Context: an optimization exercise on an open-source flow, tuned for small area. The choices shown serve that exercise and are no tape-out recipe.
Function was checked by simulation only, so behaviour that the tests miss may differ from the original.
No run shown here takes its clock network from TritonCTS; it comes from the design's own scripts or RTL.
The flow treats the clock pin as an ideal source. Dropping or thinning the clock tree relies on that and would not hold on a real chip.
Power figures rest on the tool's default switching activity, not on a simulated workload.

**flow/config.mk**
```make
export PLATFORM = sky130hd
export DESIGN_NAME = cs42448
export DESIGN_NICKNAME = cs42448
export VERILOG_FILES = /design/flow/design.v
export SDC_FILE = /design/flow/constraint.sdc
export NUM_CORES = 4
export LEC_CHECK = 0
export CAP_MARGIN = 20
export CORE_MARGIN = 2
export CORE_UTILIZATION = 60
export SLEW_MARGIN = 20
```
**flow/constraint.sdc**
```tcl
create_clock -name core_clock -period 10.0 [get_ports {sys_clk}]
set_input_delay 2.0000 -clock core_clock [delete_from_list [all_inputs] [get_ports {sys_clk}]]
set_output_delay 2.0000 -clock core_clock [all_outputs]
set_load 0.01 [all_outputs]
```
**flow/design.v**
```verilog
`timescale 1ns / 1ps
module cs42448_adc (
	input				sys_clk,
	input	[5 : 0]		ph,
	input				ADC_SDIN_CH0,
	input				ADC_SDIN_CH1,
	input				ADC_SDIN_CH2,
	output				dout0,
	output				dout1,
	output				dout2
);
	reg					hold1;
	reg		[64 : 0]	sr01;
	reg		[32 : 0]	ring2;
	reg					last0, last1, last2;
	wire	frame_end = (ph == 6'd33);
	wire	tail = (ph[5 : 1] == 5'b10000);
	always@(posedge sys_clk)begin
		hold1 <= ADC_SDIN_CH1;
		sr01 <= {sr01[63 : 0], ph[0] ? hold1 : ADC_SDIN_CH0};
		ring2 <= {ring2[31 : 0], ph[0] ? ring2[32] : ADC_SDIN_CH2};
		if(frame_end)begin
			last0 <= sr01[64];
			last1 <= sr01[63];
			last2 <= ring2[31];
		end
	end
	assign dout0 = tail ? last0 : (ph[0] ? sr01[64] : sr01[63]);
	assign dout1 = tail ? last1 : (ph[0] ? sr01[63] : sr01[62]);
	assign dout2 = tail ? last2 : (ph[0] ? ring2[31] : ring2[30]);
endmodule
`timescale 1ns / 1ps
module cs42448_dac (
	input	[5 : 0]		ph,
	input				all_ready,
	input				all_ready2,
	input				dout0,
	input				dout1,
	input				dout2,
	output				DAC_SDOUT_CH0,
	output				DAC_SDOUT_CH1,
	output				DAC_SDOUT_CH2,
	output				DAC_SDOUT_CH3,
	output				DAC_SCLK,
	output				DAC_LRCK,
	output				ADC_SCLK,
	output				ADC_LRCK
);
	wire	sclk = all_ready & ph[0];
	wire	lrck = all_ready & !ph[5];
	assign DAC_SCLK = sclk;
	assign DAC_LRCK = lrck;
	assign ADC_SCLK = sclk;
	assign ADC_LRCK = lrck;
	assign DAC_SDOUT_CH0 = all_ready2 & dout0;
	assign DAC_SDOUT_CH1 = all_ready2 & dout1;
	assign DAC_SDOUT_CH2 = all_ready2 & dout2;
	assign DAC_SDOUT_CH3 = all_ready2 & dout0;
endmodule
`timescale 1ns / 1ps
module cs42448_iic #(
	parameter startup_frames = 512,
	parameter startup_frames2 = 32
)(
	input				sys_clk,
	input				sys_nrst,
	output	[5 : 0]		ph,
	output				all_ready,
	output				all_ready2,
	output				cs_mclk_rdy,
	output				cs_nrst,
	output				scl,
	input				sda_i,
	output				sda_o,
	output				sda_oe
);
	reg		[5 : 0]		ph_r;
	always@(posedge sys_clk)begin
		if(!sys_nrst)
			ph_r <= 6'd34;
		else
			ph_r <= ph_r + 6'd1;
	end
	assign ph = ph_r;
	wire	frame_end = (ph_r == 6'd33);
	localparam	[3 : 0]	F0 = 4'd0, F1 = 4'd1, F2 = 4'd2, F3 = 4'd3, F4 = 4'd4,
					F5 = 4'd5, F6 = 4'd6, F7 = 4'd7, F8 = 4'd8, F9 = 4'd9;
	reg		[3 : 0]		fsm;
	reg					ld;
	reg					mclk_r;
	wire				ready;
	reg		[9 : 0]		cnt;
	reg					rdy1;
	reg					rdy2;
	wire	st0 = (fsm == F0);
	wire	st7 = (fsm == F7);
	wire	st9 = (fsm == F9);
	wire	last_wr = (cnt[4 : 0] == 5'd23);
	wire	last_rd = (cnt[4 : 0] == 5'd21);
	always@(posedge sys_clk)begin
		if(!sys_nrst)
			cnt <= 10'd1;
		else begin
			case(fsm)
				F0: if(frame_end) cnt <= cnt + 10'd1;
				F2: if(ready) cnt <= cnt + 10'd1;
				F4: if(ready) cnt <= last_wr ? 10'd1 : cnt + 10'd1;
				F6: if(ready) cnt <= last_rd ? 10'd1 : cnt + 10'd1;
				F7: cnt <= cnt + 10'd1;
				F8: cnt <= 10'd0;
				F9: if(frame_end) cnt <= cnt + 10'd1;
				default: ;
			endcase
		end
	end
	wire	[4 : 0]		ptr = (st7 | (fsm == F8) | st9) ? 5'd2 : cnt[4 : 0];
	always@(posedge sys_clk)begin
		if(!sys_nrst)begin
			rdy1 <= 1'b0;
			rdy2 <= 1'b0;
		end else begin
			rdy1 <= rdy1 | cnt[9];
			rdy2 <= rdy2 | (cnt[9] & cnt[5]);
		end
	end
	assign all_ready = rdy1;
	assign all_ready2 = rdy2;
	always@(posedge sys_clk)begin
		if(!sys_nrst)begin
			fsm <= F0;
			ld <= 1'b0;
			mclk_r <= 1'b0;
		end else begin
			case(fsm)
				F0: begin
					if(frame_end && cnt[6])
						fsm <= F1;
				end
				F1: begin
					ld <= 1'b1;
					if(!ready)
						fsm <= F2;
				end
				F2: begin
					ld <= 1'b0;
					if(ready)
						fsm <= F3;
				end
				F3: begin
					ld <= 1'b1;
					if(!ready)
						fsm <= F4;
				end
				F4: begin
					ld <= 1'b0;
					if(ready)
						fsm <= last_wr ? F5 : F3;
				end
				F5: begin
					ld <= 1'b1;
					if(!ready)
						fsm <= F6;
				end
				F6: begin
					ld <= 1'b0;
					if(ready)
						fsm <= last_rd ? F7 : F5;
				end
				F7: begin
					if(cnt[6])begin
						ld <= 1'b1;
						mclk_r <= 1'b1;
					end
					if(!ready)
						fsm <= F8;
				end
				F8: begin
					ld <= 1'b0;
					if(ready)
						fsm <= F9;
				end
				default: ;
			endcase
		end
	end
	assign cs_nrst = !st0;
	assign cs_mclk_rdy = mclk_r;
	wire	rw = (fsm == F1) | (fsm == F2) | (fsm == F5) | (fsm == F6);
	reg		[7 : 0]		cfg_byte;
	always@(*)begin
		cfg_byte = 8'h00;
		if(fsm == F3 || fsm == F4)begin
			case(ptr)
				5'd2: cfg_byte = 8'h01;
				5'd3: cfg_byte = 8'hF0;
				5'd4: cfg_byte = 8'h49;
				default: cfg_byte = 8'h00;
			endcase
		end
	end
	cs42448_i2cm i2cm_u0 (
		.sys_clk	(sys_clk),
		.sys_nrst	(sys_nrst),
		.ld			(ld),
		.rw			(rw),
		.ptr		(ptr),
		.cfg_byte	(cfg_byte),
		.ready		(ready),
		.scl		(scl),
		.sda_i		(sda_i),
		.sda_o		(sda_o),
		.sda_oe		(sda_oe)
	);
endmodule
module cs42448_i2cm (
	input				sys_clk,
	input				sys_nrst,
	input				ld,
	input				rw,
	input	[4 : 0]		ptr,
	input	[7 : 0]		cfg_byte,
	output				ready,
	output				scl,
	input				sda_i,
	output				sda_o,
	output				sda_oe
);
	localparam	S_START		= 5'd0,
				S_ADDR		= 5'd1,
				S_NB		= 5'd2,
				S_RL		= 5'd5,
				S_STOP		= 5'd6,
				S_EP		= 5'd7,
				S_BIT0		= 5'd8,		 
				S_ER		= 5'd16,
				S_RACK		= 5'd17,
				S_WACK		= 5'd18,
				S_ACHK		= 5'd19;
	reg		[4 : 0]		stg;
	reg		[1 : 0]		byt;		 
	reg		[4 : 0]		scnt;
	reg					first;
	reg					rdf;
	reg					wrl;
	reg					rdl;
	reg					ackr;
	reg					sda_r;
	wire	busy = wrl | rdl;
	wire	act = ld | busy;
	wire	wrap5 = (scnt == (first ? 5'd29 : 5'd30));
	wire	[2 : 0]	bi = stg[2 : 0];
	wire	c0 = (scnt == 5'd0);
	wire	s_bits = stg[3];
	wire	s_start = (stg == S_START);
	wire	s_nb = (stg == S_NB);
	wire	s_stop = (stg == S_STOP);
	wire	s_ep = (stg == S_EP);
	wire	s_er = (stg == S_ER);
	wire	s_rack = (stg == S_RACK);
	wire	s_wack = (stg == S_WACK);
	wire	s_achk = (stg == S_ACHK);
	wire	nack_restart = s_start & c0 & busy & ackr;
	assign ready = s_start & c0 & (!busy | ackr);
	wire	iosel = (s_wack & !c0) | s_achk | s_nb |
					(s_bits & (byt == 2'd3)) | (s_rack & c0) |
					nack_restart | (s_stop & c0 & (byt != 2'd3));
	wire	scl_hi = (scnt > 5'd6) & (scnt < 5'd19);
	assign scl = s_start ? ((scnt < 5'd25) & !nack_restart) :
				 (s_bits | s_wack | s_rack) ? scl_hi :
				 s_stop ? (scnt > 5'd6) :
				 (s_ep | s_er);
	assign sda_o = sda_r;
	assign sda_oe = !iosel;
	reg		txbit;
	always@(*)begin
		if(byt == 2'd0)begin
			case(bi)
				3'd0: txbit = 1'b1;
				3'd1: txbit = 1'b0;
				3'd2: txbit = 1'b0;
				3'd3: txbit = 1'b1;
				3'd4: txbit = 1'b0;
				3'd5: txbit = 1'b1;
				3'd6: txbit = 1'b1;
				default: txbit = rdl & rdf;
			endcase
		end else if(byt[0])begin
			txbit = bi[2] | (bi == 3'd3) ? ptr[3'd7 - bi] : 1'b0;
		end else begin
			txbit = cfg_byte[3'd7 - bi];
		end
	end
	always@(posedge sys_clk)begin
		if(!sys_nrst)begin
			stg <= S_START;
			scnt <= 5'd0;
			first <= 1'b1;
			wrl <= 1'b0;
			rdl <= 1'b0;
			sda_r <= 1'b1;
		end else begin
			if(s_bits)begin
				sda_r <= txbit;
				if(wrap5)begin
					scnt <= 5'd0;
					if(bi == 3'd7)
						stg <= (byt == 2'd3) ? S_RACK : S_WACK;
					else
						stg <= stg + 5'd1;
				end else
					scnt <= scnt + 5'd1;
			end else begin
				case(stg)
					S_START: begin
						if(c0 && !busy)begin
							rdf <= 1'b0;
							wrl <= ld & !rw;
							rdl <= ld & rw;
						end
						if(c0)
							sda_r <= 1'b1;
						if(scnt == 5'd6)
							sda_r <= 1'b0;
						if(wrap5)begin
							scnt <= 5'd0;
							stg <= S_ADDR;
						end else if(act)
							scnt <= scnt + 5'd1;
					end
					S_ADDR: begin
						if(scnt == 5'd6)begin
							scnt <= 5'd0;
							stg <= S_BIT0;
						end else
							scnt <= scnt + 5'd1;
						byt <= 2'd0;
					end
					S_NB: begin
						stg <= S_BIT0;
						byt <= (byt == 2'd0) ? {rdf, 1'b1} : 2'd2;
					end
					S_RL: begin
						stg <= S_STOP;
					end
					S_STOP: begin
						if(c0)
							sda_r <= 1'b0;
						if(scnt == 5'd24)
							sda_r <= 1'b1;
						if(wrap5)begin
							scnt <= 5'd0;
							first <= 1'b0;
							stg <= S_EP;
						end else
							scnt <= scnt + 5'd1;
					end
					S_EP: begin
						if(scnt == 5'd6)begin
							scnt <= 5'd0;
							if(rdl & !rdf)begin
								stg <= S_START;
								rdf <= 1'b1;
							end else
								stg <= S_ER;
						end else
							scnt <= scnt + 5'd1;
					end
					S_ER: begin
						rdf <= 1'b0;
						stg <= S_START;
						wrl <= 1'b0;
						rdl <= 1'b0;
					end
					S_RACK: begin
						sda_r <= 1'b1;
						if(wrap5)begin
							scnt <= 5'd0;
							stg <= S_RL;
						end else
							scnt <= scnt + 5'd1;
					end
					S_WACK: begin
						if(scnt == 5'd12)
							ackr <= sda_i;
						if(wrap5)begin
							scnt <= 5'd0;
							stg <= S_ACHK;
						end else
							scnt <= scnt + 5'd1;
					end
					S_ACHK: begin
						if(ackr)
							stg <= S_START;
						else if(byt[1] | (byt[0] & rdl))
							stg <= S_STOP;
						else
							stg <= S_NB;
					end
					default: ;
				endcase
			end
		end
	end
endmodule
`timescale 1ns / 1ps
module cs42448 #(
	parameter clk_freq = 12288,
	parameter i2c_bps = 400000,
	parameter startup_frames = 512,
	parameter startup_frames2 = 32
)(
	input				sys_clk,
	input				sys_nrst,
	output				CS42xx8_DAC_SDOUT0,
	output				CS42xx8_DAC_SDOUT1,
	output				CS42xx8_DAC_SDOUT2,
	output				CS42xx8_DAC_SDOUT3,
	output				CS42xx8_DAC_SCLK,
	output				CS42xx8_DAC_LRCK,
	input				CS42xx8_ADC_SDIN0,
	input				CS42xx8_ADC_SDIN1,
	input				CS42xx8_ADC_SDIN2,
	output				CS42xx8_ADC_SCLK,
	output				CS42xx8_ADC_LRCK,
	output				CS42xx8_MCLK_EN,
	output				CS42xx8_SCL,
	input				CS42xx8_SDA_I,
	output				CS42xx8_SDA_O,
	output				CS42xx8_SDA_OE,
	output				CS42xx8_nRST
);
	wire	[5 : 0]		ph;
	wire				all_ready;
	wire				all_ready2;
	cs42448_iic #(
		.startup_frames		(startup_frames),
		.startup_frames2	(startup_frames2)
	) cs42448_u0 (
		.sys_clk		(sys_clk),
		.sys_nrst		(sys_nrst),
		.ph				(ph),
		.all_ready		(all_ready),
		.all_ready2		(all_ready2),
		.cs_mclk_rdy	(CS42xx8_MCLK_EN),
		.cs_nrst		(CS42xx8_nRST),
		.scl			(CS42xx8_SCL),
		.sda_i			(CS42xx8_SDA_I),
		.sda_o			(CS42xx8_SDA_O),
		.sda_oe			(CS42xx8_SDA_OE)
	);
	wire	dout0, dout1, dout2;
	cs42448_adc cs42448_adc_u0 (
		.sys_clk		(sys_clk),
		.ph				(ph),
		.ADC_SDIN_CH0	(CS42xx8_ADC_SDIN0),
		.ADC_SDIN_CH1	(CS42xx8_ADC_SDIN1),
		.ADC_SDIN_CH2	(CS42xx8_ADC_SDIN2),
		.dout0			(dout0),
		.dout1			(dout1),
		.dout2			(dout2)
	);
	cs42448_dac cs42448_dac_u0 (
		.ph				(ph),
		.all_ready		(all_ready),
		.all_ready2		(all_ready2),
		.dout0			(dout0),
		.dout1			(dout1),
		.dout2			(dout2),
		.DAC_SDOUT_CH0	(CS42xx8_DAC_SDOUT0),
		.DAC_SDOUT_CH1	(CS42xx8_DAC_SDOUT1),
		.DAC_SDOUT_CH2	(CS42xx8_DAC_SDOUT2),
		.DAC_SDOUT_CH3	(CS42xx8_DAC_SDOUT3),
		.DAC_SCLK		(CS42xx8_DAC_SCLK),
		.DAC_LRCK		(CS42xx8_DAC_LRCK),
		.ADC_SCLK		(CS42xx8_ADC_SCLK),
		.ADC_LRCK		(CS42xx8_ADC_LRCK)
	);
endmodule
```
**flow/flow/run.sh**
```bash
#!/bin/bash
# Own layout flow: the standard ORFS flow (standard.sh) with
#  - an area-oriented ABC mapping script in synthesis (registers unchanged),
#  - single-drive port buffers,
#  - a one-level clock tree built in the CTS step's PRE hook (optional).
set -euo pipefail
here=$(pwd)
flowdir=$here/flow

# ORFS scripts with the ABC area script replaced
rm -rf "$here/orfs_scripts"
cp -r "$FLOW_HOME/scripts" "$here/orfs_scripts"
cat > "$here/orfs_scripts/abc_area.script" <<'ABC'
strash
dc2
dch -f
amap
topo
dnsize
strash
dc2
dch -f
amap
topo
dnsize
ABC
export SCRIPTS_DIR=$here/orfs_scripts
export ABC_AREA=1
export BUFFER_PORTS_ARGS="-buffer_cell sky130_fd_sc_hd__buf_1"

MODE=manual
if [[ $MODE == manual ]]; then
  export MTREE_TCL=$flowdir/mtree.tcl
  export MTREE_K=${MTREE_K:-5}
  export MTREE_BUF=${MTREE_BUF:-sky130_fd_sc_hd__clkbuf_16}
  export MTREE_ROOT=${MTREE_ROOT:-sky130_fd_sc_hd__clkbuf_4}
  export PRE_CTS_TCL=$flowdir/pre_cts.tcl
else
  export CTS_ARGS="-sink_clustering_enable -repair_clock_nets -buf_list sky130_fd_sc_hd__clkbuf_8 -dont_use_dummy_load"
fi

bash standard.sh > standard.log 2>&1
```
**flow/flow/mtree.tcl**
```tcl
# Manual clock tree: the clock port drives an optional root buffer and K
# clock buffers, each driving the flip-flops of one placement cluster.
# Clusters come from capacity-limited k-means; of several random starts
# the one with the smallest largest estimated load (pin + wire) is kept.
proc mt_cluster { sinks K seed } {
  expr {srand($seed)}
  set n [llength $sinks]
  set cx {}; set cy {}
  for {set k 0} {$k < $K} {incr k} {
    set s [lindex $sinks [expr {int(rand() * $n)}]]
    lappend cx [lindex $s 1]; lappend cy [lindex $s 2]
  }
  set cap [expr {int(ceil(double($n) / $K)) + 3}]
  for {set iter 0} {$iter < 25} {incr iter} {
    set pairs {}
    set i 0
    foreach s $sinks {
      for {set k 0} {$k < $K} {incr k} {
        lappend pairs [list [expr {abs([lindex $s 1] - [lindex $cx $k]) + abs([lindex $s 2] - [lindex $cy $k])}] $i $k]
      }
      incr i
    }
    set assign [lrepeat $n -1]
    set cnt [lrepeat $K 0]
    foreach p [lsort -real -index 0 $pairs] {
      lassign $p d i k
      if {[lindex $assign $i] >= 0 || [lindex $cnt $k] >= $cap} continue
      lset assign $i $k
      lset cnt $k [expr {[lindex $cnt $k] + 1}]
    }
    set sx [lrepeat $K 0.0]; set sy [lrepeat $K 0.0]
    set i 0
    foreach s $sinks {
      set k [lindex $assign $i]
      lset sx $k [expr {[lindex $sx $k] + [lindex $s 1]}]
      lset sy $k [expr {[lindex $sy $k] + [lindex $s 2]}]
      incr i
    }
    for {set k 0} {$k < $K} {incr k} {
      if {[lindex $cnt $k] > 0} {
        lset cx $k [expr {[lindex $sx $k] / [lindex $cnt $k]}]
        lset cy $k [expr {[lindex $sy $k] / [lindex $cnt $k]}]
      }
    }
  }
  # estimated load per cluster, fF: pins plus wire (distances in dbu)
  set load [lrepeat $K 0.0]
  set i 0
  foreach s $sinks {
    set k [lindex $assign $i]
    set d [expr {(abs([lindex $s 1] - [lindex $cx $k]) + abs([lindex $s 2] - [lindex $cy $k])) / 1000.0}]
    lset load $k [expr {[lindex $load $k] + 1.8 + 0.12 * $d}]
    incr i
  }
  set worst 0.0
  foreach l $load { if {$l > $worst} { set worst $l } }
  return [list $worst $assign $cx $cy $cnt]
}

proc manual_clock_tree { K bufname {rootname ""} {tries 40} } {
  set block [ord::get_db_block]
  set db [ord::get_db]
  set clknet [$block findNet sys_clk]
  set sinks {}
  foreach it [$clknet getITerms] {
    set bb [[$it getInst] getBBox]
    lappend sinks [list $it [expr {([$bb xMin] + [$bb xMax]) / 2.0}] [expr {([$bb yMin] + [$bb yMax]) / 2.0}]]
  }
  set best {}
  for {set t 1} {$t <= $tries} {incr t} {
    set r [mt_cluster $sinks $K $t]
    if {$best eq {} || [lindex $r 0] < [lindex $best 0]} { set best $r }
  }
  lassign $best worst assign cx cy cnt
  puts "manual clock tree: largest estimated cluster load $worst fF"
  set src $clknet
  if {$rootname ne ""} {
    set rinst [odb::dbInst_create $block [$db findMaster $rootname] "clkbuf_manual_root"]
    set rnet [odb::dbNet_create $block "clknet_manual_root"]
    $rnet setSigType CLOCK
    [$rinst findITerm A] connect $clknet
    [$rinst findITerm X] connect $rnet
    set mx 0.0; set my 0.0
    foreach x $cx y $cy { set mx [expr {$mx + $x}]; set my [expr {$my + $y}] }
    $rinst setLocation [expr {int($mx / $K)}] [expr {int($my / $K)}]
    $rinst setPlacementStatus PLACED
    set src $rnet
  }
  set master [$db findMaster $bufname]
  for {set k 0} {$k < $K} {incr k} {
    set inst [odb::dbInst_create $block $master "clkbuf_manual_$k"]
    set net [odb::dbNet_create $block "clknet_manual_$k"]
    $net setSigType CLOCK
    [$inst findITerm A] connect $src
    [$inst findITerm X] connect $net
    $inst setLocation [expr {int([lindex $cx $k])}] [expr {int([lindex $cy $k])}]
    $inst setPlacementStatus PLACED
    set i 0
    foreach s $sinks {
      if {[lindex $assign $i] == $k} {
        set it [lindex $s 0]
        $it disconnect
        $it connect $net
      }
      incr i
    }
    puts "manual clock tree: buffer $k drives [lindex $cnt $k] sinks"
  }
}
```
**flow/flow/pre_cts.tcl**
```tcl
# Replaces TritonCTS with a one-level clock tree: the clock port drives
# a few large clock buffers, each driving the flip-flops of one
# placement cluster (see mtree.tcl). The rest of the CTS step (legalizing,
# timing repair) runs as usual.
source $::env(MTREE_TCL)
manual_clock_tree $::env(MTREE_K) $::env(MTREE_BUF) $::env(MTREE_ROOT)
rename clock_tree_synthesis tritoncts_unused
proc clock_tree_synthesis { args } {
  puts "clock tree built by pre_cts.tcl; clock_tree_synthesis $args skipped"
}
```
**flow/standard.sh**
```bash
#!/bin/bash
# synth_recipe.tcl (not shown) runs the flow's synth.tcl, then flattens the netlist and writes it again
# the make line also repeats each setting of config.mk as NAME=value (left out here)
make -C /OpenROAD-flow-scripts/flow DESIGN_CONFIG=/design/flow/config.mk WORK_HOME=/design/flow/orfs CLKGATE_MAP_FILE= SYNTH_SCRIPT=/design/flow/synth_recipe.tcl "${@:-finish}"
```
==> metrics.md, run 1 <==
| Metric | Value |
|---|---|
| Outcome | complete, no violations |
| RSZ-0062 raised after global routing | false |
| Critical Path AT | 2.53 ns |
| Synth top area share | 58.14% |
| Tot GR Track Use | 20.87% |
| Routed len/inst | 14.81 um |
| PortBufs | 18 |
| Hold Crit Class | flip-flop to flip-flop |
| CP bufs+invs | 3 |
| Yosys reg bits | 144 |
| Clk Latency, worst-skew pair | 0.43 ns |
| Initial Util | 61.36% |
| Peak supply drop | 0.1578 mV |
| Xor and xnor area share after synthesis | 0% |
| # diodes | 0 |
| Final WL | 8948 um |
| I/O pins | 19 |
| Setup Viol. Count Final | 0 |
| Largest net degree at the start of global routing | 32 |
| Floorplan row count | 32 |
| Setup TNS | 0 ns |
| Worst EP required | 8.00 ns |
| Worst-Margin Slew | 0.8760 ns |
| Layout cells sized above 1 | 1.195% |
| Final net count | 523 |
| DR vias | 3368 |
| RR Endpoint | cs42448_u0.cnt[4]$_SDFFE_PN0P_ |
| CP Max Fanout | 7 |
| CP Launch Type | flip-flop |
| Fin Clk Skew | 0.009966 ns |
| Synth unique cells | 34 |
| Cell count after synthesis | 481 |
| Hold Slack | 0.3303 ns |
| FFs w/ async S/R, synth | 0% |
| Detailed placement HPWL | 6185 um |
| Post-cts sizing count | 0 |
| Yosys warning total | 3 |
| WS Path Type | flip-flop to output pin |
| Global-route wire length before repair | 14790 um |
| Reg2Reg Setup Slack | 6.66 ns |
| Placed cells | 598 |
| WHS Path Cells | 0 |
| Post-Syn Area | 4717 um^2 |
| Fin cells | 604 |
| Initial antenna violation count | 0 |
| P_leak | 1.844 nW |
| Peak Freq | 220.9 MHz |
| Number of synthesized flops with an enable pin | 7 |
| Stages on the worst setup path | 8 |
| Synthesized net count | 500 |
| Area grow syn2layout | 6.472% |
| Vias in the first global route | 3167 |
| Area leader, netlist | dfxtp_1 |
| Mean Syn Cell Area | 9.807 um^2 |
| Vias per Instance | 5.576 |
| Post-CTS Repair Setup Buffers | 0 |
| Final Hold Viols | 0 |
| CP peak stage delay | 0.41 ns |
| Synth top area cells | dfxtp_1 58%, nor2_1 5.5%, clkinv_1 4.6%, edfxtp_1 4.5%, ha_1 3.4% |
| Clock-pin slew on the worst setup and hold paths | 0.11 ns |
| Main combinational cell family by area after synthesis | compound AO/OA/AOI/OAI gates |
| Cell family with most CP delay | simple AND/OR/NAND/NOR gates |
| Core area | 7687 um^2 |
| Pins over their slew limit | 0 |
| Adder-cell share of the synthesized area | 3.448% |
| CTS Hold Bufs | 0 |
| Slew margin rel. | 40.99% |
| Fin crit share | 45.26% |
| Worst r2r path cells | 12 |
| Max-cap violation count | 0 |
| Iter 0 DRT Violations | 140 |
| Synth Area in Compound Gates | 14.48% |
| Total iterations of the first detailed-routing run | 5 |
| Ys flop type | dfxtp_1 |
| Mux contribution to synthesized area | 0% |
| Die area | 8587 um^2 |
| Critical R2R Launch | cs42448_u0.i2cm_u0.stg[1]$_SDFFE_PN0P_ |
| CP Capture Type | output pin |
| Worst Setup SP | cs42448_u0.i2cm_u0.stg[1]$_SDFFE_PN0P_ |
| Antenna Nets Post-Route | 0 |
| Gr ovfl total | 0 |
| Pwr Density | 240.4 nW/um^2 |
| CP max stage cell | nor4_1 |
| Minimum clock period after layout | 4.526 ns |
| Die height | 92.67 um |
| Register area share after synthesis | 62.60% |
| Critical Path Sink | CS42xx8_SDA_OE |
| Synth Area in Simple Gates | 14.38% |
| DRC | 0 |
| GPL Wtd Cong | 0.9508 |
| Worst hold start | cs42448_adc_u0.sr01[55]$_DFF_P_ |
| Horiz. Die Dim | 92.67 um |
| Worst-path cell chain | clkinv_1 -> ha_1 -> nand3_1 -> nor2_1 -> clkinv_1 -> nor4_1 -> nor4_1 -> buf_1 |
-- routing by layer --
layer	vias up	routed length, um	global-route usage, %	part of all wire (%)
li1	1722	-	-	-
met1	1556	4296	30.72	48
met2	80	4157	35.22	46
met3	10	392	1.221	4.4
met4	0	102	2.941	1.1
met5	-	0	0	0
-- cell families (layout without fill, tap and decap cells) --
family	after synthesis	count (layout)
AND/OR/NAND/NOR	155	155
flip-flops	144	144
buffers and inverters	61	82
AO/OA/AOI/OAI	108	108
adder cells (fa/ha/maj)	13	13
-- power breakdown --
| group | switching, mW | total, mW | internal [mW] |
|---|---|---|---|
| logic | 0.193 | 0.286 | 0.0925 |
| clock network | 0.153 | 0.248 | 0.0947 |
| registers | 0.0409 | 0.674 | 0.633 |
| total | 0.387 | 1.21 | 0.820 |
-- synthesized netlist by cell type, types with 2 or more instances --
| master | instances |
|---|---|
| nor3_1 | 26 |
| nor4_1 | 10 |
| o311ai_0 | 2 |
| buf_4 | 3 |
| a21oi_1 | 32 |
| a31oi_1 | 6 |
| a221oi_1 | 3 |
| nand2_1 | 28 |
| dfxtp_1 | 137 |
| clkinv_1 | 58 |
| o211ai_1 | 2 |
| a32oi_1 | 2 |
| ha_1 | 13 |
| o22ai_1 | 3 |
| a211oi_1 | 10 |
| and3_1 | 3 |
| nand3_1 | 13 |
| edfxtp_1 | 7 |
| a22o_1 | 2 |
| nand4_1 | 4 |
| o221ai_1 | 5 |
| a2111oi_0 | 4 |
| a311oi_1 | 2 |
| o21ai_0 | 28 |
| nor2_1 | 69 |
-- flip-flops by register name, summed over array words and instances (netlist names), 2 cells and up --
register and flops:
cs42448_u0.fsm 4, cs42448_u0.i2cm_u0.stg 5, cs42448_u0.cnt 10, cs42448_u0.ph_r 6, cs42448_adc_u0.ring2 33, cs42448_u0.i2cm_u0.scnt 5
cs42448_u0.i2cm_u0.byt 2, cs42448_adc_u0.sr01 65
-- worst reg2reg max path: stages (launching register included) --
cell and delay, ns:
dfxtp_1 0.38, clkinv_1 0.14, ha_1 0.21, nand3_1 0.13, nor2_1 0.34, a32oi_1 0.24
clkinv_1 0.09, o221ai_1 0.24, a311o_1 0.40, o21ai_0 0.69, clkinv_1 0.19, o21ai_0 0.12
a21oi_1 0.05
-- metrics by stage --
stage | total power [mW] | utilization [%] | worst slack [ns] | instance area [um^2]
2_1_floorplan | 0.8878 | - | 6.332 | 4717
3_3_place_gp | 0.9620 | 63.61 | 6.015 | 4890
3_5_place_dp | 0.9646 | 63.61 | 5.922 | 4890
4_1_cts | 1.166 | 65.33 | 5.924 | 5022
5_1_grt | 1.276 | 65.33 | 5.182 | 5022
6_report | 1.208 | 65.33 | 5.474 | 5022
-- worst min-delay path by stage --
stage	endpoint	slack [ns]
detailed placement	cs42448_adc_u0.sr01[8]$_DFF_P_	0.31
floorplan	cs42448_adc_u0.ring2[10]$_DFF_P_	0.31
global placement	cs42448_adc_u0.sr01[35]$_DFF_P_	0.31
finish	cs42448_adc_u0.sr01[56]$_DFF_P_	0.33
CTS	cs42448_adc_u0.sr01[29]$_DFF_P_	0.31
global route	cs42448_adc_u0.sr01[56]$_DFF_P_	0.33
-- layout make-up --
class / instances / area [um^2]
well taps: 102 / 127.6
repair buffers: 18 / 67.56
inverters: 58 / 217.7
multi-input cells: 276 / 1524
plain buffers: 6 / 132.6
fillers: 602 / 2665
flip-flops and latches: 144 / 2953
-- cell usage in the layout (no fill, tap or decap), types with 5 or more instances in the layout --
master	synthesis	layout
a21oi_1	32	32
o221ai_1	5	5
nand2_1	28	28
a211oi_1	10	10
buf_1	0	18
nor2_1	69	69
nor4_1	10	10
clkinv_1	58	58
o21ai_0	28	28
edfxtp_1	7	7
nor3_1	26	26
dfxtp_1	137	137
clkbuf_16	0	5
nand3_1	13	13
ha_1	13	13
a31oi_1	6	6
==> run 2: changes to the inputs <==
--- a/flow/design.v
+++ b/flow/design.v
@@ -241,11 +241,10 @@
 	reg		[4 : 0]		scnt;
 	reg					first;
 	reg					rdf;
-	reg					wrl;
-	reg					rdl;
+	reg					busy;		 
+	reg					rdl;		 
 	reg					ackr;
 	reg					sda_r;
-	wire	busy = wrl | rdl;
 	wire	act = ld | busy;
 	wire	wrap5 = (scnt == (first ? 5'd29 : 5'd30));
 	wire	[2 : 0]	bi = stg[2 : 0];
@@ -282,7 +281,7 @@
 				3'd4: txbit = 1'b0;
 				3'd5: txbit = 1'b1;
 				3'd6: txbit = 1'b1;
-				default: txbit = rdl & rdf;
+				default: txbit = rdf;
 			endcase
 		end else if(byt[0])begin
 			txbit = bi[2] | (bi == 3'd3) ? ptr[3'd7 - bi] : 1'b0;
@@ -295,8 +294,7 @@
 			stg <= S_START;
 			scnt <= 5'd0;
 			first <= 1'b1;
-			wrl <= 1'b0;
-			rdl <= 1'b0;
+			busy <= 1'b0;
 			sda_r <= 1'b1;
 		end else begin
 			if(s_bits)begin
@@ -312,10 +310,10 @@
 			end else begin
 				case(stg)
 					S_START: begin
-						if(c0 && !busy)begin
+						if(!busy)begin
 							rdf <= 1'b0;
-							wrl <= ld & !rw;
-							rdl <= ld & rw;
+							busy <= ld;
+							rdl <= rw;
 						end
 						if(c0)
 							sda_r <= 1'b1;
@@ -368,8 +366,7 @@
 					S_ER: begin
 						rdf <= 1'b0;
 						stg <= S_START;
-						wrl <= 1'b0;
-						rdl <= 1'b0;
+						busy <= 1'b0;
 					end
 					S_RACK: begin
 						sda_r <= 1'b1;
==> run 2 against run 1 <==
  * Still clean
  * Power decreased by 14%
  * Global-route usage decreased by 0.50 points
  * Maximum frequency decreased by 3.0%
  * Combinational power decreased by 47%
  * Design area decreased by 0.25%
  * Worst hold slack got worse by 0.0085 ns
  * Clock skew increased by 0.0024 ns
  * Synthesized area decreased by 0.27%
  * Wire length decreased by 3.2%
  * Die area decreased by 0.25%
  * Cell count decreased by 0.33%
  * Register-to-register slack got worse by 0.62 ns
  * Largest power group unchanged
==> metrics.md, run 2 <==
| Metric | Value |
|---|---|
| Outcome | complete, no violations |
| Die height | 92.55 um (-0.12%) |
| Pwr Density | 208.4 nW/um^2 (-13%) |
| P_leak | 1.843 nW (about the same) |
| Setup Viol. Count Final | 0 (unchanged) |
| Worst EP required | 8.00 ns (about the same) |
| Horiz. Die Dim | 92.55 um (-0.12%) |
| List of most frequent post-synthesis cells | 136 x dfxtp_1, 73 x nor2_1, 61 x clkinv_1 |
| Pins over their slew limit | 0 (unchanged) |
| Initial Util | 61.52% (+0.16 points) |
| Routed len/inst | 14.39 um (-2.9%) |
| Final WL | 8663 um (-3.2%) |
| I/O pins | 19 (unchanged) |
| Vias per Instance | 5.547 (-0.53%) |
| Peak supply drop | 0.2212 mV (+40%) |
| Most frequent cell after synthesis | dfxtp_1 |
| Most frequent cells in the layout | 136 x dfxtp_1, 73 x nor2_1, 61 x clkinv_1 |
| Synth top area share | 57.87% (-0.27 points) |
| RR Endpoint | cs42448_u0.cnt[6]$_SDFFE_PN0P_ |
| Post-cts sizing count | 0 (unchanged) |
| Post-Syn Area | 4705 um^2 (-0.27%) |
| Critical R2R Launch | cs42448_u0.i2cm_u0.stg[0]$_SDFFE_PN0P_ |
| Clk Latency, worst-skew pair | 0.44 ns (about the same) |
| Antenna Nets Post-Route | 0 (unchanged) |
| Synth Area in Simple Gates | 13.40% (-0.97 points) |
| GPL Wtd Cong | 0.9553 (+0.47%) |
| Main combinational cell family by area after synthesis | compound AO/OA/AOI/OAI gates |
| Iter 0 DRT Violations | 164 (+17%) |
| Area leader, netlist | dfxtp_1 |
| Fin util | 65.51% (+0.18 points) |
| Yosys warning total | 3 (unchanged) |
| Core area | 7647 um^2 (-0.52%) |
| Ys flop type | dfxtp_1 |
| WS Path Type | flip-flop to output pin |
| CP Launch Type | flip-flop |
| Layout cells sized above 1 | 1.200% (+0.0048 points) |
| Worst Setup SP | cs42448_u0.i2cm_u0.stg[2]$_SDFFE_PN0P_ |
| Synth unique cells | 35 (+2.9%) |
| Detailed placement HPWL | 6070 um (-1.9%) |
| Initial antenna violation count | 0 (unchanged) |
| Worst-Margin Slew | 0.8721 ns (-0.003820 ns) |
| Max-cap violation count | 0 (unchanged) |
| Largest net degree at the start of global routing | 33 (+3.1%) |
| Fin crit share | 46.66% (+1.4 points) |
| Area grow syn2layout | 6.489% (about the same) |
| Biggest register | cs42448_adc_u0.sr01 |
| Final Hold Viols | 0 (unchanged) |
| RSZ-0062 raised after global routing | false |
| Synth top area cells | dfxtp_1 58%, nor2_1 5.8%, edfxtp_1 5.1%, clkinv_1 4.9%, o21ai_0 3.6% |
| CTS Hold Bufs | 0 (unchanged) |
| Hold Path Sink | cs42448_adc_u0.sr01[13]$_DFF_P_ |
| Final net count | 521 (-0.38%) |
| Gate power share | 14.5% (-9.2 points) |
| Top Registers | cs42448_adc_u0.sr01 x65, cs42448_adc_u0.ring2 x33, cs42448_u0.cnt x10 |
| PortBufs | 18 (unchanged) |
| DR vias | 3339 (-0.86%) |
| Setup TNS | 0 ns (unchanged) |
| Clock-pin slew on the worst setup and hold paths | 0.11 ns (about the same) |
| Hold Crit Class | flip-flop to flip-flop |
| Register area share after synthesis | 62.98% (+0.38 points) |
| Vias in the first global route | 3158 (-0.28%) |
| Max FFs per register | 65 (unchanged) |
| Gr ovfl total | 0 (unchanged) |
| Peak Freq | 214.3 MHz (-3.0%) |
| CP Max Fanout | 10 (+3) |
| Synth Area in Compound Gates | 14.81% (+0.33 points) |
| Global-route wire length before repair | 14520 um (-1.8%) |
| Adder-cell share of the synthesized area | 3.457% (+0.0092 points) |
| CP Capture Type | output pin |
| Total iterations of the first detailed-routing run | 5 (unchanged) |
| Yosys reg bits | 144 (unchanged) |
| WHS Path Cells | 0 (unchanged) |
| Mean Syn Cell Area | 9.822 um^2 (+0.15%) |
| Worst r2r path cells | 16 (+4) |
| Fin Clk Skew | 0.01240 ns (+0.002434 ns) |
| Mux contribution to synthesized area | 0% (unchanged) |
| Tot GR Track Use | 20.36% (-0.50 points) |
| Clock power frac | 23.8% (+3.3 points) |
| Slew margin rel. | 41.86% (+0.87 points) |
| Commonest non-fill, non-tap cell in the layout | dfxtp_1 |
| Psw | 279.1 uW (-28%) |
| # diodes | 0 (unchanged) |
| Reg2Reg Setup Slack | 6.04 ns (-0.62 ns) |
| Post-CTS Repair Setup Buffers | 0 (unchanged) |
| Worst hold start | cs42448_adc_u0.sr01[12]$_DFF_P_ |
| P_int | 765.0 uW (-6.8%) |
| Number of synthesized flops with an enable pin | 8 (+1) |
| DRC | 0 (unchanged) |
| Synthesized net count | 498 (-0.40%) |
| Xor and xnor area share after synthesis | 0% (unchanged) |
| Hold Slack | 0.3218 ns (-0.008545 ns) |
| Die area | 8566 um^2 (-0.25%) |
| Minimum clock period after layout | 4.666 ns (+0.1400 ns) |
| Floorplan row count | 32 (unchanged) |
| Cell count after synthesis | 479 (-0.42%) |
| FFs w/ async S/R, synth | 0% (unchanged) |
| Critical Path AT | 2.67 ns (+0.14 ns) |
| Register share of total power | 61.6% (+5.8 points) |
| Sw frac | 26.73% (-5.3 points) |
[run 2: cell count changes in the layout (fill, tap and decap cells not counted), moves of 3 or more]
cell / before / now
a21oi_1: 32 / 25
a22oi_1: 0 / 3
a31oi_1: 6 / 10
clkinv_1: 58 / 61
nor2_1: 69 / 73
nor3_1: 26 / 20
nor4_1: 10 / 1
o21ai_0: 28 / 34
o221ai_1: 5 / 1
[run 2: worst max path at each step]
stage                                end  depth (start not counted)
after floorplan           CS42xx8_SDA_OE                          8
after global placement       CS42xx8_SCL                          9
after detailed placement     CS42xx8_SCL                          9
after CTS                    CS42xx8_SCL                          9
after global routing         CS42xx8_SCL                          9
final                        CS42xx8_SCL                          8
[run 2: power by group through the flow]
stage | clock [mW] | sequential (mW) | combinational (mW)
2_1_floorplan | 0 | 0.649 | 0.112
3_3_place_gp | 0 | 0.654 | 0.150
3_5_place_dp | 0 | 0.656 | 0.149
4_1_cts | 0.195 | 0.657 | 0.150
5_1_grt | 0.272 | 0.649 | 0.175
6_report | 0.249 | 0.643 | 0.152
[run 2: metal layers]
metal	global-route usage, %	share of wire, %	up-vias
met1	29.77	49	1536
met4	4.602	2.1	0
met3	1.709	4.3	13
li1	-	-	1702
met5	0	0	-
met2	33.21	45	88
[run 2: per-stage QoR]
step                      cell area, um^2  std cells  total power [mW]  worst slack, ns
after floorplan                      4705        479            0.7612            6.003
after global placement               4877        596            0.8038            5.919
after detailed placement             4877        596            0.8045            5.824
after CTS                            5010        602             1.003            5.823
after global routing                 5010        602             1.096            5.026
final                                5010        602             1.044            5.334
[run 2: layout make-up]
class	count	area (um^2)
inverters	61	229.0
well taps	102	127.6
multi-input cells	271	1490
flip-flops and latches	144	2963
repair buffers	18	67.56
plain buffers	6	132.6
fillers	620	2638
[run 2: cell families (layout without fill, tap and decap cells)]
kind of cell    Yosys count  after routing
flops                   144            144
compound gates          111            111
simple gates            147            147
buf+inv                  64             85
fa+ha+maj                13             13
[run 2: worst max-delay path, cell delays in order (launching register included)]
cell and delay, ns:
dfxtp_1 0.53, clkinv_1 0.31, nand3_1 0.20, nor2_1 0.11
nor3_1 0.30, clkinv_1 0.15, o311ai_0 0.36, o31ai_1 0.12
buf_1 0.14
==> run 3: changes to the inputs <==
--- a/flow/design.v
+++ b/flow/design.v
@@ -84,17 +84,16 @@
 	assign ph = ph_r;
 	wire	frame_end = (ph_r == 6'd33);
 	localparam	[3 : 0]	F0 = 4'd0, F1 = 4'd1, F2 = 4'd2, F3 = 4'd3, F4 = 4'd4,
-					F5 = 4'd5, F6 = 4'd6, F7 = 4'd7, F8 = 4'd8, F9 = 4'd9;
+					F5 = 4'd5, F6 = 4'd6, F7 = 4'd7, F8 = 4'd8, F9 = 4'd12,
+					F10 = 4'd13, F11 = 4'd15;
 	reg		[3 : 0]		fsm;
 	reg					ld;
 	reg					mclk_r;
 	wire				ready;
 	reg		[9 : 0]		cnt;
-	reg					rdy1;
-	reg					rdy2;
 	wire	st0 = (fsm == F0);
 	wire	st7 = (fsm == F7);
-	wire	st9 = (fsm == F9);
+	wire	st9 = fsm[3] & fsm[2];
 	wire	last_wr = (cnt[4 : 0] == 5'd23);
 	wire	last_rd = (cnt[4 : 0] == 5'd21);
 	always@(posedge sys_clk)begin
@@ -108,23 +107,14 @@
 				F6: if(ready) cnt <= last_rd ? 10'd1 : cnt + 10'd1;
 				F7: cnt <= cnt + 10'd1;
 				F8: cnt <= 10'd0;
-				F9: if(frame_end) cnt <= cnt + 10'd1;
+				F9, F10, F11: if(frame_end) cnt <= cnt + 10'd1;
 				default: ;
 			endcase
 		end
 	end
-	wire	[4 : 0]		ptr = (st7 | (fsm == F8) | st9) ? 5'd2 : cnt[4 : 0];
-	always@(posedge sys_clk)begin
-		if(!sys_nrst)begin
-			rdy1 <= 1'b0;
-			rdy2 <= 1'b0;
-		end else begin
-			rdy1 <= rdy1 | cnt[9];
-			rdy2 <= rdy2 | (cnt[9] & cnt[5]);
-		end
-	end
-	assign all_ready = rdy1;
-	assign all_ready2 = rdy2;
+	wire	[4 : 0]		ptr = (st7 | fsm[3]) ? 5'd2 : cnt[4 : 0];
+	assign all_ready = (fsm == F10) | (fsm == F11);
+	assign all_ready2 = (fsm == F11);
 	always@(posedge sys_clk)begin
 		if(!sys_nrst)begin
 			fsm <= F0;
@@ -179,6 +169,14 @@
 					if(ready)
 						fsm <= F9;
 				end
+				F9: begin
+					if(cnt[9])
+						fsm <= F10;
+				end
+				F10: begin
+					if(cnt[5])
+						fsm <= F11;
+				end
 				default: ;
 			endcase
 		end
==> run 3 against run 2 <==
  * Maximum frequency is 1.5% lower
  * Still clean on timing, DRC and antenna
  * Combinational power up 89%
  * Global-route usage grew 0.22 points
  * Worst hold slack worse by 0.0027 ns
  * Synthesized cell count decreased by 1.3%
  * Worst setup slack got worse by 0.072 ns
  * Critical endpoint unchanged
  * Clock power decreased by 2%
  * Critical path type unchanged
==> metrics.md, run 3 <==
| Metric | Value |
|---|---|
| Worst-path cell chain | clkinv_1 -> ha_1 -> nand3_1 -> nor2_1 -> clkinv_1 -> nor2_1 -> nand3_1 -> a222oi_1 -> clkinv_1 -> buf_1 |
| Register area | 2923 um^2 (-1.4%) |
| Minimum clock period after layout | 4.738 ns (+0.07165 ns) |
| CTS Hold Bufs | 0 (unchanged) |
| Fin Clk Skew | 0.01386 ns (+0.001463 ns) |
| Number of synthesized flops with an enable pin | 8 (unchanged) |
| Most frequent cells in the layout | 134 x dfxtp_1, 62 x nor2_1, 54 x clkinv_1 |
| Max-cap violation count | 0 (unchanged) |
| Biggest register | cs42448_adc_u0.sr01 |
| Fin crit share | 47.38% (+0.72 points) |
| List of most frequent post-synthesis cells | 134 x dfxtp_1, 62 x nor2_1, 54 x clkinv_1 |
| Tot GR Track Use | 20.58% (+0.22 points) |
| Critical Path AT | 2.74 ns (+0.07 ns) |
| Cell count after synthesis | 473 (-1.3%) |
| Hold Crit Class | flip-flop to flip-flop |
| Most frequent cell after synthesis | dfxtp_1 |
| Clk Latency, worst-skew pair | 0.45 ns (about the same) |
| Area grow syn2layout | 6.529% (about the same) |
| Synthesized net count | 492 (-1.2%) |
| Core area | 7647 um^2 (unchanged) |
| Top Registers | cs42448_adc_u0.sr01 x65, cs42448_adc_u0.ring2 x33, cs42448_u0.cnt x10 |
| Final WL | 8603 um (-0.69%) |
| CP max stage cell | dfxtp_1 |
| Synth top area share | 57.37% (-0.50 points) |
| CP Max Fanout | 9 (-1) |
| P_leak | 1.821 nW (-1.2%) |
| GPL Wtd Cong | 1.037 (+8.5%) |
| Ys flop type | dfxtp_1 |
| Layout cells sized above 1 | 1.215% (+0.015 points) |
| Final Hold Viols | 0 (unchanged) |
| Pins over their slew limit | 0 (unchanged) |
| Yosys reg bits | 142 (-1.4%) |
| Horiz. Die Dim | 92.28 um (-0.30%) |
| CP Launch Type | flip-flop |
| CP Capture Type | output pin |
| Worst EP required | 8.00 ns (about the same) |
| Area leader, netlist | dfxtp_1 |
| Die height | 92.28 um (-0.30%) |
| Setup Viol. Count Final | 0 (unchanged) |
| Mean Syn Cell Area | 9.885 um^2 (+0.65%) |
| Vias in the first global route | 3121 (-1.2%) |
| Clock-pin slew on the worst setup and hold paths | 0.10 ns (about the same) |
| Worst-Margin Slew | 0.7798 ns (-0.09236 ns) |
| FFs w/ async S/R, synth | 0% (unchanged) |
| Largest net degree at the start of global routing | 33 (unchanged) |
| Global-route wire length before repair | 14760 um (+1.6%) |
| Post-cts sizing count | 0 (unchanged) |
| Iter 0 DRT Violations | 208 (+27%) |
| I/O pins | 19 (unchanged) |
| Commonest non-fill, non-tap cell in the layout | dfxtp_1 |
| CP dominant cell by count | clkinv_1 |
| Detailed placement HPWL | 6127 um (+0.95%) |
| RSZ-0062 raised after global routing | false |
| Max FFs per register | 65 (unchanged) |
| Peak Freq | 211.1 MHz (-1.5%) |
| Final net count | 515 (-1.2%) |
| Die area | 8515 um^2 (-0.59%) |
| Post-Syn Area | 4676 um^2 (-0.61%) |
| Placed cells | 590 (-1.0%) |
| Multi-input gate area | 1528 um^2 (+2.5%) |
| Peak supply drop | 0.1995 mV (-9.8%) |
| # diodes | 0 (unchanged) |
| Antenna Nets Post-Route | 0 (unchanged) |
| Floorplan row count | 32 (unchanged) |
| Hold Slack | 0.3191 ns (-0.002689 ns) |
| Setup TNS | 0 ns (unchanged) |
| CP peak stage delay | 0.41 ns (-0.12 ns) |
| Vias per Instance | 5.723 (+3.2%) |
| Synth unique cells | 37 (+5.7%) |
| WS Path Type | flip-flop to output pin |
| Routed len/inst | 14.43 um (+0.31%) |
| Register area share after synthesis | 62.51% (-0.47 points) |
| Gr ovfl total | 0 (unchanged) |
| Synth top area cells | dfxtp_1 57%, edfxtp_1 5.1%, nor2_1 5.0%, clkinv_1 4.3%, a21oi_1 3.7% |
| PortBufs | 18 (unchanged) |
| Pwr Density | 241.1 nW/um^2 (+16%) |
| DRC | 0 (unchanged) |
| Fin cells | 596 (-1.0%) |
| Post-CTS Repair Setup Buffers | 0 (unchanged) |
| Fin util | 65.13% (-0.38 points) |
| Slew margin rel. | 47.47% (+5.6 points) |
| Total iterations of the first detailed-routing run | 5 (unchanged) |
| Yosys warning total | 3 (unchanged) |
| Outcome | complete, no violations |
| Initial Util | 61.14% (-0.38 points) |
| Layout fillers | 618 (-0.32%) |
| DR vias | 3411 (+2.2%) |
| Initial antenna violation count | 0 (unchanged) |
[run 3: area by class of cell]
type | instances | area share, %
Inverter | 54 | 4.069
Buffer | 6 | 2.663
Multi-Input combinational cell | 274 | 30.67
Tap cell | 102 | 2.562
Sequential cell | 142 | 58.68
Timing Repair Buffer | 18 | 1.356
[run 3: per-stage QoR]
| step | setup WS (ns) | area (um^2) | power, mW |
|---|---|---|---|
| after global routing | 5.047 | 4981 | 1.266 |
| final | 5.262 | 4981 | 1.201 |
| after CTS | 5.781 | 4981 | 1.158 |
| after floorplan | 6.123 | 4676 | 0.8852 |
| after global placement | 5.893 | 4848 | 0.9568 |
| after detailed placement | 5.791 | 4848 | 0.9612 |
[run 3: kinds of logic (layout without fill, tap and decap cells)]
kind of cell | after synthesis | in the layout | synth area share (%)
simple gates | 147 | 147 | 13.97
buf+inv | 57 | 78 | 4.817
flops | 142 | 142 | 62.51
fa+ha+maj | 13 | 13 | 3.479
compound gates | 114 | 114 | 15.23
[run 3: worst max-delay path: cells and delay by family (launching register included)]
family | cells | cell delay, ns
fa+ha+maj | 1 | 0.21
simple gates | 4 | 0.73
buf+inv | 4 | 0.57
compound gates | 1 | 0.36
flops | 1 | 0.41
[run 3: metal layers]
metal,routed length [um],track usage (%)
met4,192,3.234
met3,476,1.150
met1,3957,30.36
met2,3977,34.44
met5,0,0
[run 3: worst paths after layout]
| path | start | slack (ns) | cells after the start | end |
|---|---|---|---|---|
| max | cs42448_u0.i2cm_u0.stg[0]$_SDFFE_PN0P_ | 5.26 | 10 | CS42xx8_SCL |
| min | cs42448_adc_u0.sr01[2]$_DFF_P_ | 0.32 | 0 | cs42448_adc_u0.sr01[3]$_DFF_P_ |
| max reg2reg | cs42448_u0.i2cm_u0.stg[0]$_SDFFE_PN0P_ | 6.40 | 13 | cs42448_u0.cnt[8]$_SDFFE_PN0P_ |
| min reg2reg | cs42448_adc_u0.sr01[2]$_DFF_P_ | 0.32 | 0 | cs42448_adc_u0.sr01[3]$_DFF_P_ |
[run 3: report_power, final]
group / leakage, nW / internal (mW) / switching (mW) / total (mW)
Combinational: 0.569 / 0.0961 / 0.191 / 0.287
Sequential: 1.19 / 0.629 / 0.0405 / 0.670
Clock: 0.0662 / 0.0943 / 0.150 / 0.244
Total: 1.82 / 0.819 / 0.381 / 1.20
==> run 4: changes to the inputs <==
--- a/flow/design.v
+++ b/flow/design.v
@@ -362,7 +362,6 @@
 							scnt <= scnt + 5'd1;
 					end
 					S_ER: begin
-						rdf <= 1'b0;
 						stg <= S_START;
 						busy <= 1'b0;
 					end
==> run 4 against run 3 <==
  * Still clean
  * Flip-flop and latch count is the same
  * Worst hold slack improved by 0.016 ns
  * Synthesized cell count fell by 0.63%
  * Die area fell by 0.25%
  * Sequential share of layout area increased by 0.15 points
  * Register-to-register slack got worse by 0.51 ns
  * Synthesized area decreased by 0.27%
  * Core utilization is 0.16 points lower
  * Maximum frequency rose by 2.8%
  * Wire length grew 0.87%
  * First-iteration DRC count increased by 31%
  * Power is 6.0% lower
  * Critical endpoint unchanged
==> metrics.md, run 4 <==
| Metric | Value |
|---|---|
| Outcome | complete, no violations |
| Number of synthesized flops with an enable pin | 8 (unchanged) |
| Worst EP required | 8.00 ns (about the same) |
| I/O pins | 19 (unchanged) |
| # diodes | 0 (unchanged) |
| Layout fillers | 610 (-1.3%) |
| Sw frac | 29.88% (-1.9 points) |
| CP Launch Type | flip-flop |
| WS Path Type | flip-flop to output pin |
| List of most frequent post-synthesis cells | 134 x dfxtp_1, 70 x nor2_1, 55 x clkinv_1 |
| Fin crit share | 46.09% (-1.3 points) |
| Horiz. Die Dim | 92.16 um (-0.12%) |
| Initial antenna violation count | 0 (unchanged) |
| Setup Viol. Count Final | 0 (unchanged) |
| FFs w/ async S/R, synth | 0% (unchanged) |
| CP Capture Type | output pin |
| DRC | 0 (unchanged) |
| Initial Util | 60.98% (-0.16 points) |
| Synthesized net count | 489 (-0.61%) |
| Tot GR Track Use | 20.30% (-0.28 points) |
| Vias per Instance | 5.646 (-1.4%) |
| P_int | 791.5 uW (-3.4%) |
| Synth top area share | 57.53% (+0.15 points) |
| Register share of total power | 58.2% (+2.4 points) |
| Pwr Density | 227.2 nW/um^2 (-5.8%) |
| Slew margin rel. | 35.60% (-12 points) |
| Gr ovfl total | 0 (unchanged) |
| Yosys warning total | 3 (unchanged) |
| Total iterations of the first detailed-routing run | 5 (unchanged) |
| Top Registers | cs42448_adc_u0.sr01 x65, cs42448_adc_u0.ring2 x33, cs42448_u0.cnt x10 |
| Global-route wire length before repair | 14380 um (-2.6%) |
| Most frequent cell after synthesis | dfxtp_1 |
| PortBufs | 18 (unchanged) |
| Area leader, netlist | dfxtp_1 |
| Mean Syn Cell Area | 9.922 um^2 (+0.37%) |
| Fin Clk Skew | 0.02233 ns (+0.008470 ns) |
| Routed len/inst | 14.63 um (+1.4%) |
| Register area share after synthesis | 62.68% (+0.17 points) |
| Psw | 337.3 uW (-12%) |
| Final net count | 512 (-0.58%) |
| Final Hold Viols | 0 (unchanged) |
| Peak Freq | 217.0 MHz (+2.8%) |
| Ys flop type | dfxtp_1 |
| Hold Slack | 0.3355 ns (+0.01640 ns) |
| Post-cts sizing count | 0 (unchanged) |
| Commonest non-fill, non-tap cell in the layout | dfxtp_1 |
| Placed cells | 587 (-0.51%) |
| Pins over their slew limit | 0 (unchanged) |
| Die area | 8493 um^2 (-0.25%) |
| Clk Latency, worst-skew pair | 0.47 ns (+0.02 ns) |
| Yosys reg bits | 142 (unchanged) |
| Antenna Nets Post-Route | 0 (unchanged) |
| Vias in the first global route | 2984 (-4.4%) |
| Area grow syn2layout | 6.547% (about the same) |
| Clock-pin slew on the worst setup and hold paths | 0.10 ns (about the same) |
| Core area | 7647 um^2 (unchanged) |
| P_leak | 1.816 nW (-0.26%) |
| Final WL | 8678 um (+0.87%) |
| RSZ-0062 raised after global routing | false |
| Iter 0 DRT Violations | 273 (+31%) |
| Cell count after synthesis | 470 (-0.63%) |
| Die height | 92.16 um (-0.12%) |
| Hold Crit Class | flip-flop to flip-flop |
| Fin cells | 593 (-0.50%) |
| GPL Wtd Cong | 0.9428 (-9.1%) |
| Post-Syn Area | 4663 um^2 (-0.27%) |
| Critical Path AT | 2.61 ns (-0.13 ns) |
| CTS Hold Bufs | 0 (unchanged) |
| Biggest register | cs42448_adc_u0.sr01 |
| Minimum clock period after layout | 4.609 ns (-0.1293 ns) |
| Peak supply drop | 0.1704 mV (-15%) |
| Gate power share | 20.3% (-3.6 points) |
| Clock power frac | 21.5% (+1.2 points) |
| Synth unique cells | 34 (-8.1%) |
| Synth top area cells | dfxtp_1 58%, nor2_1 5.6%, edfxtp_1 5.2%, clkinv_1 4.4%, ha_1 3.5% |
| Most frequent cells in the layout | 134 x dfxtp_1, 70 x nor2_1, 55 x clkinv_1 |
| Max-cap violation count | 0 (unchanged) |
| Post-CTS Repair Setup Buffers | 0 (unchanged) |
| Register area | 2923 um^2 (unchanged) |
| Detailed placement HPWL | 6285 um (+2.6%) |
| Floorplan row count | 32 (unchanged) |
| Multi-input gate area | 1511 um^2 (-1.1%) |
| Pwr Total | 1.129 mW (-6.0%) |
| Worst-Margin Slew | 0.9660 ns (+0.1862 ns) |
| Fin util | 64.97% (-0.16 points) |
| Setup TNS | 0 ns (unchanged) |
| Largest net degree at the start of global routing | 33 (unchanged) |
| DR vias | 3348 (-1.8%) |
| Reg2Reg Setup Slack | 5.89 ns (-0.51 ns) |
| Layout cells sized above 1 | 1.222% (+0.0074 points) |
| Max FFs per register | 65 (unchanged) |
| CP Max Fanout | 11 (+2) |
==> run 4: cell types whose count changed after synthesis, moves of 3 or more <==
cell      delta
or3_1        +3
a31oi_1      -5
a211oi_1     +6
a22oi_1      +4
nand3_1      -7
nor2_1       +8
a21oi_1      -6
nor3_1       +4
o21ai_0      -7
==> run 4: cell families after synthesis <==
family | count (synthesis) | synth area share (%)
buffers and inverters | 58 | 4.910
flip-flops | 142 | 62.68
AND/OR/NAND/NOR | 156 | 14.92
adder cells (fa/ha/maj) | 13 | 3.488
AO/OA/AOI/OAI | 101 | 14.01
==> run 4: cell type report <==
type / instances / share of cell area, %
flip-flops and latches: 142 / 58.83
multi-input cells: 270 / 30.42
inverters: 55 / 4.155
plain buffers: 6 / 2.669
well taps: 102 / 2.569
repair buffers: 18 / 1.360
==> run 4: path summary, 6_finish.rpt <==
path,startpoint,end,depth (start not counted)
worst min-delay path,cs42448_adc_u0.sr01[61]$_DFF_P_,cs42448_adc_u0.sr01[62]$_DFF_P_,0
worst max-delay path,cs42448_u0.i2cm_u0.stg[2]$_SDFFE_PN0P_,CS42xx8_SCL,6
worst max register to register,cs42448_u0.i2cm_u0.stg[0]$_SDFFE_PN0P_,cs42448_u0.cnt[4]$_SDFFE_PN0P_,15
worst min register to register,cs42448_adc_u0.sr01[61]$_DFF_P_,cs42448_adc_u0.sr01[62]$_DFF_P_,0
==> run 4: critical path, cell delays in order, from the launching register on <==
cell	delay, ns
dfxtp_1	0.52
clkinv_1	0.35
nor3_1	0.64
clkinv_1	0.21
a31oi_1	0.18
o31ai_1	0.11
buf_1	0.14
==> run 4: power groups by stage <==
stage	clock network, mW	logic (mW)	registers [mW]
after detailed placement	0	0.223	0.669
after global placement	0	0.220	0.668
after CTS	0.194	0.225	0.670
final	0.243	0.229	0.657
after floorplan	0	0.171	0.658
after global routing	0.267	0.257	0.663
==> run 4: per-layer routing <==
| metal | part of all wire [%] | GRT usage (%) | vias up |
|---|---|---|---|
| met5 | 0 | 0 | - |
| li1 | - | - | 1686 |
| met2 | 43 | 31.68 | 101 |
| met1 | 51 | 31.89 | 1549 |
| met4 | 1.2 | 2.488 | 0 |
| met3 | 5.2 | 1.643 | 12 |
==> run 4: metrics by stage <==
stage / worst slack [ns] / area, um^2
4_1_cts: 5.957 / 4969
5_1_grt: 5.110 / 4969
3_3_place_gp: 6.034 / 4836
3_5_place_dp: 5.961 / 4836
2_1_floorplan: 6.383 / 4663
6_report: 5.391 / 4969
==> run 5: changes to the inputs <==
==> flow/flow/run.sh (replaced) <==
#!/bin/bash
# Own layout flow: the standard ORFS flow (standard.sh) with
#  - an area-oriented ABC mapping script in synthesis (registers unchanged),
#  - single-drive port buffers,
#  - a one-level clock tree built in the CTS step's PRE hook.
set -euo pipefail
here=$(pwd)
flowdir=$here/flow

# ORFS scripts with the ABC area script replaced
rm -rf "$here/orfs_scripts"
cp -r "$FLOW_HOME/scripts" "$here/orfs_scripts"
cat > "$here/orfs_scripts/abc_area.script" <<'ABC'
strash
dc2
dch -f
amap
topo
dnsize
strash
dc2
dch -f
amap
topo
dnsize
ABC
export SCRIPTS_DIR=$here/orfs_scripts
export ABC_AREA=1
export BUFFER_PORTS_ARGS="-buffer_cell sky130_fd_sc_hd__buf_1"

export MTREE_TCL=$flowdir/mtree.tcl
export MTREE_K=4
export MTREE_BUF=sky130_fd_sc_hd__clkbuf_16
export MTREE_ROOT=""
export PRE_CTS_TCL=$flowdir/pre_cts.tcl

bash standard.sh > standard.log 2>&1
--- a/flow/config.mk
+++ b/flow/config.mk
@@ -8,4 +8,5 @@
 export CAP_MARGIN = 20
 export CORE_MARGIN = 2
 export CORE_UTILIZATION = 60
+export PLACE_DENSITY = 0.75
 export SLEW_MARGIN = 20
==> run 5 against run 4 <==
  * Still clean on timing, DRC and antenna
  * Power down 3.1%
  * Die area did not move
  * Synthesized cell count unchanged
  * Combinational power barely moved
  * Register-to-register slack better by 0.03 ns
  * Core utilization down 0.43 points
  * Via count down 1.0%
  * Cell count shrank 0.34%
  * Largest power group unchanged
==> metrics.md, run 5 <==
| Metric | Value |
|---|---|
| Outcome | complete, no violations |
| RR Endpoint | cs42448_u0.cnt[7]$_SDFFE_PN0P_ |
| Core area | 7647 um^2 (unchanged) |
| Final WL | 9117 um (+5.1%) |
| Pwr Density | 221.7 nW/um^2 (-2.4%) |
| Clk Latency, worst-skew pair | 0.18 ns (-0.29 ns) |
| Die area | 8493 um^2 (unchanged) |
| Biggest register | cs42448_adc_u0.sr01 |
| Peak supply drop | 0.1895 mV (+11%) |
| Commonest non-fill, non-tap cell in the layout | dfxtp_1 |
| Adder-cell share of the synthesized area | 3.488% (unchanged) |
| P_leak | 1.799 nW (-0.93%) |
| Max-cap violation count | 0 (unchanged) |
| Synth unique cells | 34 (unchanged) |
| Setup TNS | 0 ns (unchanged) |
| CP bufs+invs | 2 (-1) |
| Max FFs per register | 65 (unchanged) |
| # diodes | 0 (unchanged) |
| Area leader, netlist | dfxtp_1 |
| Hold Path Sink | cs42448_adc_u0.sr01[62]$_DFF_P_ |
| Yosys warning total | 3 (unchanged) |
| Fin Clk Skew | 0.01969 ns (-0.002644 ns) |
| Die height | 92.16 um (unchanged) |
| Largest net degree at the start of global routing | 40 (+21%) |
| CP peak stage delay | 0.63 ns (about the same) |
| Critical Path AT | 2.25 ns (-0.36 ns) |
| Min setup slack post-route | 5.750 ns (+0.3585 ns) |
| Most frequent cell after synthesis | dfxtp_1 |
| I/O pins | 19 (unchanged) |
| Synth top area cells | dfxtp_1 58%, nor2_1 5.6%, edfxtp_1 5.2%, clkinv_1 4.4%, ha_1 3.5% |
| CP Max Fanout | 11 (unchanged) |
| Floorplan row count | 32 (unchanged) |
| Register area | 2923 um^2 (unchanged) |
| Worst EP required | 8.00 ns (about the same) |
| Multi-input gate area | 1511 um^2 (unchanged) |
| WS Path Type | flip-flop to output pin |
| Tot GR Track Use | 21.81% (+1.5 points) |
| Ys flop type | dfxtp_1 |
| Mean Syn Cell Area | 9.922 um^2 (unchanged) |
| Synthesized net count | 489 (unchanged) |
| Post-Syn Area | 4663 um^2 (unchanged) |
| DRC | 0 (unchanged) |
| Worst Setup SP | cs42448_u0.i2cm_u0.stg[2]$_SDFFE_PN0P_ |
| Setup Viol. Count Final | 0 (unchanged) |
| Worst-Margin Slew | 0.7930 ns (-0.1730 ns) |
| Vias in the first global route | 3121 (+4.6%) |
| Synth Area in Compound Gates | 14.01% (unchanged) |
| Reg2Reg Setup Slack | 5.92 ns (+0.03 ns) |
| Gr ovfl total | 0 (unchanged) |
| FFs w/ async S/R, synth | 0% (unchanged) |
| Top Registers | cs42448_adc_u0.sr01 x65, cs42448_adc_u0.ring2 x33, cs42448_u0.cnt x10 |
| Xor and xnor area share after synthesis | 0% (unchanged) |
| Fin crit share | 42.50% (-3.6 points) |
| CP max stage cell | nor3_1 |
| Detailed placement HPWL | 6628 um (+5.5%) |
| Mux contribution to synthesized area | 0% (unchanged) |
| Clock-pin slew on the worst setup and hold paths | 0.12 ns (+0.02 ns) |
| PortBufs | 18 (unchanged) |
| Layout cells sized above 1 | 0.8180% (-0.40 points) |
| Minimum clock period after layout | 4.250 ns (-0.3585 ns) |
| Worst r2r path cells | 15 (unchanged) |
| Antenna Nets Post-Route | 0 (unchanged) |
| Routed len/inst | 15.43 um (+5.4%) |
| Most frequent cells in the layout | 134 x dfxtp_1, 70 x nor2_1, 55 x clkinv_1 |
| Final net count | 510 (-0.39%) |
| Post-CTS Repair Setup Buffers | 0 (unchanged) |
| Worst hold start | cs42448_adc_u0.sr01[61]$_DFF_P_ |
| Peak Freq | 235.3 MHz (+8.4%) |
| Main combinational cell family by area after synthesis | simple AND/OR/NAND/NOR gates |
| WHS Path Cells | 0 (unchanged) |
| Post-Place Setup Slack | 6.008 ns (+0.04749 ns) |
| Pins over their slew limit | 0 (unchanged) |
| CP Capture Type | output pin |
| Yosys reg bits | 142 (unchanged) |
| Hold Slack | 0.3271 ns (-0.008365 ns) |
| Initial antenna violation count | 0 (unchanged) |
| Iter 0 DRT Violations | 204 (-25%) |
| Total iterations of the first detailed-routing run | 6 (+1) |
| Critical R2R Launch | cs42448_u0.i2cm_u0.stg[1]$_SDFFE_PN0P_ |
| Vias per Instance | 5.607 (-0.68%) |
| Horiz. Die Dim | 92.16 um (unchanged) |
| Initial Util | 60.98% (unchanged) |
| Cell count after synthesis | 470 (unchanged) |
| Synth Area in Simple Gates | 14.92% (unchanged) |
| Placed cells | 587 (unchanged) |
| GPL Wtd Cong | 0.9169 (-2.7%) |
| Final Hold Viols | 0 (unchanged) |
| CP Launch Type | flip-flop |
| Number of synthesized flops with an enable pin | 8 (unchanged) |
| Layout fillers | 616 (+0.98%) |
| Fin cells | 591 (-0.34%) |
| Slew margin rel. | 47.13% (+12 points) |
| Fin util | 64.55% (-0.43 points) |
| DR vias | 3314 (-1.0%) |
| Register area share after synthesis | 62.68% (unchanged) |
| Cell family with most CP delay | simple AND/OR/NAND/NOR gates |
| CTS Hold Bufs | 0 (unchanged) |
| Post-cts sizing count | 0 (unchanged) |
| Worst-path cell chain | clkinv_1 -> nor3_1 -> or2_0 -> a31oi_1 -> o31ai_1 -> buf_1 |
| RSZ-0062 raised after global routing | false |
| Area grow syn2layout | 5.849% |
| Hold Crit Class | flip-flop to flip-flop |
| Global-route wire length before repair | 15160 um (+5.4%) |
| List of most frequent post-synthesis cells | 134 x dfxtp_1, 70 x nor2_1, 55 x clkinv_1 |
| Synth top area share | 57.53% (unchanged) |
## run 5: cell counts after synthesis
No cell type changed its count.
## run 5: kinds of logic after synthesis
| logic type | count (synthesis) |
|---|---|
| AO/OA/AOI/OAI | 101 |
| adder cells (fa/ha/maj) | 13 |
| buffers and inverters | 58 |
| flip-flops | 142 |
| AND/OR/NAND/NOR | 156 |
## run 5: worst max-delay path by stage
stage                                     endpoint  slack [ns]  cells after the start
detailed placement                     CS42xx8_SCL        6.01                      6
global placement                    CS42xx8_SDA_OE        6.06                      7
CTS                 cs42448_u0.cnt[7]$_SDFFE_PN0P_        5.97                     15
global route                           CS42xx8_SCL        5.52                      6
floorplan                              CS42xx8_SCL        6.38                      8
finish                                 CS42xx8_SCL        5.75                      6
## run 5: final cells by class
| class | count | area share (%) |
|---|---|---|
| multi-input combinational | 270 | 30.62 |
| inverter | 55 | 4.183 |
| timing repair buffer | 18 | 1.369 |
| tap | 102 | 2.586 |
| buffer | 4 | 2.028 |
| sequential | 142 | 59.21 |
## run 5: through the flow
step / total power, mW / instance area, um^2
finish: 1.094 / 4936
CTS: 1.057 / 4936
floorplan: 0.8293 / 4663
global route: 1.149 / 4936
global placement: 0.8902 / 4836
detailed placement: 0.8941 / 4836
## run 5: power by group
group          switching [mW]  leakage (nW)  internal, mW
clock network           0.132        0.0493        0.0750
logic                   0.155         0.564        0.0742
registers              0.0346          1.19         0.623
total                   0.322          1.80         0.773
## run 5: layer usage
layer | wire length [um] | up-vias | global-route usage, %
li1 | - | 1686 | -
met1 | 4574 | 1507 | 33.89
met2 | 3973 | 111 | 34.31
met3 | 465 | 10 | 1.561
met4 | 104 | 0 | 3.358
met5 | 0 | - | 0
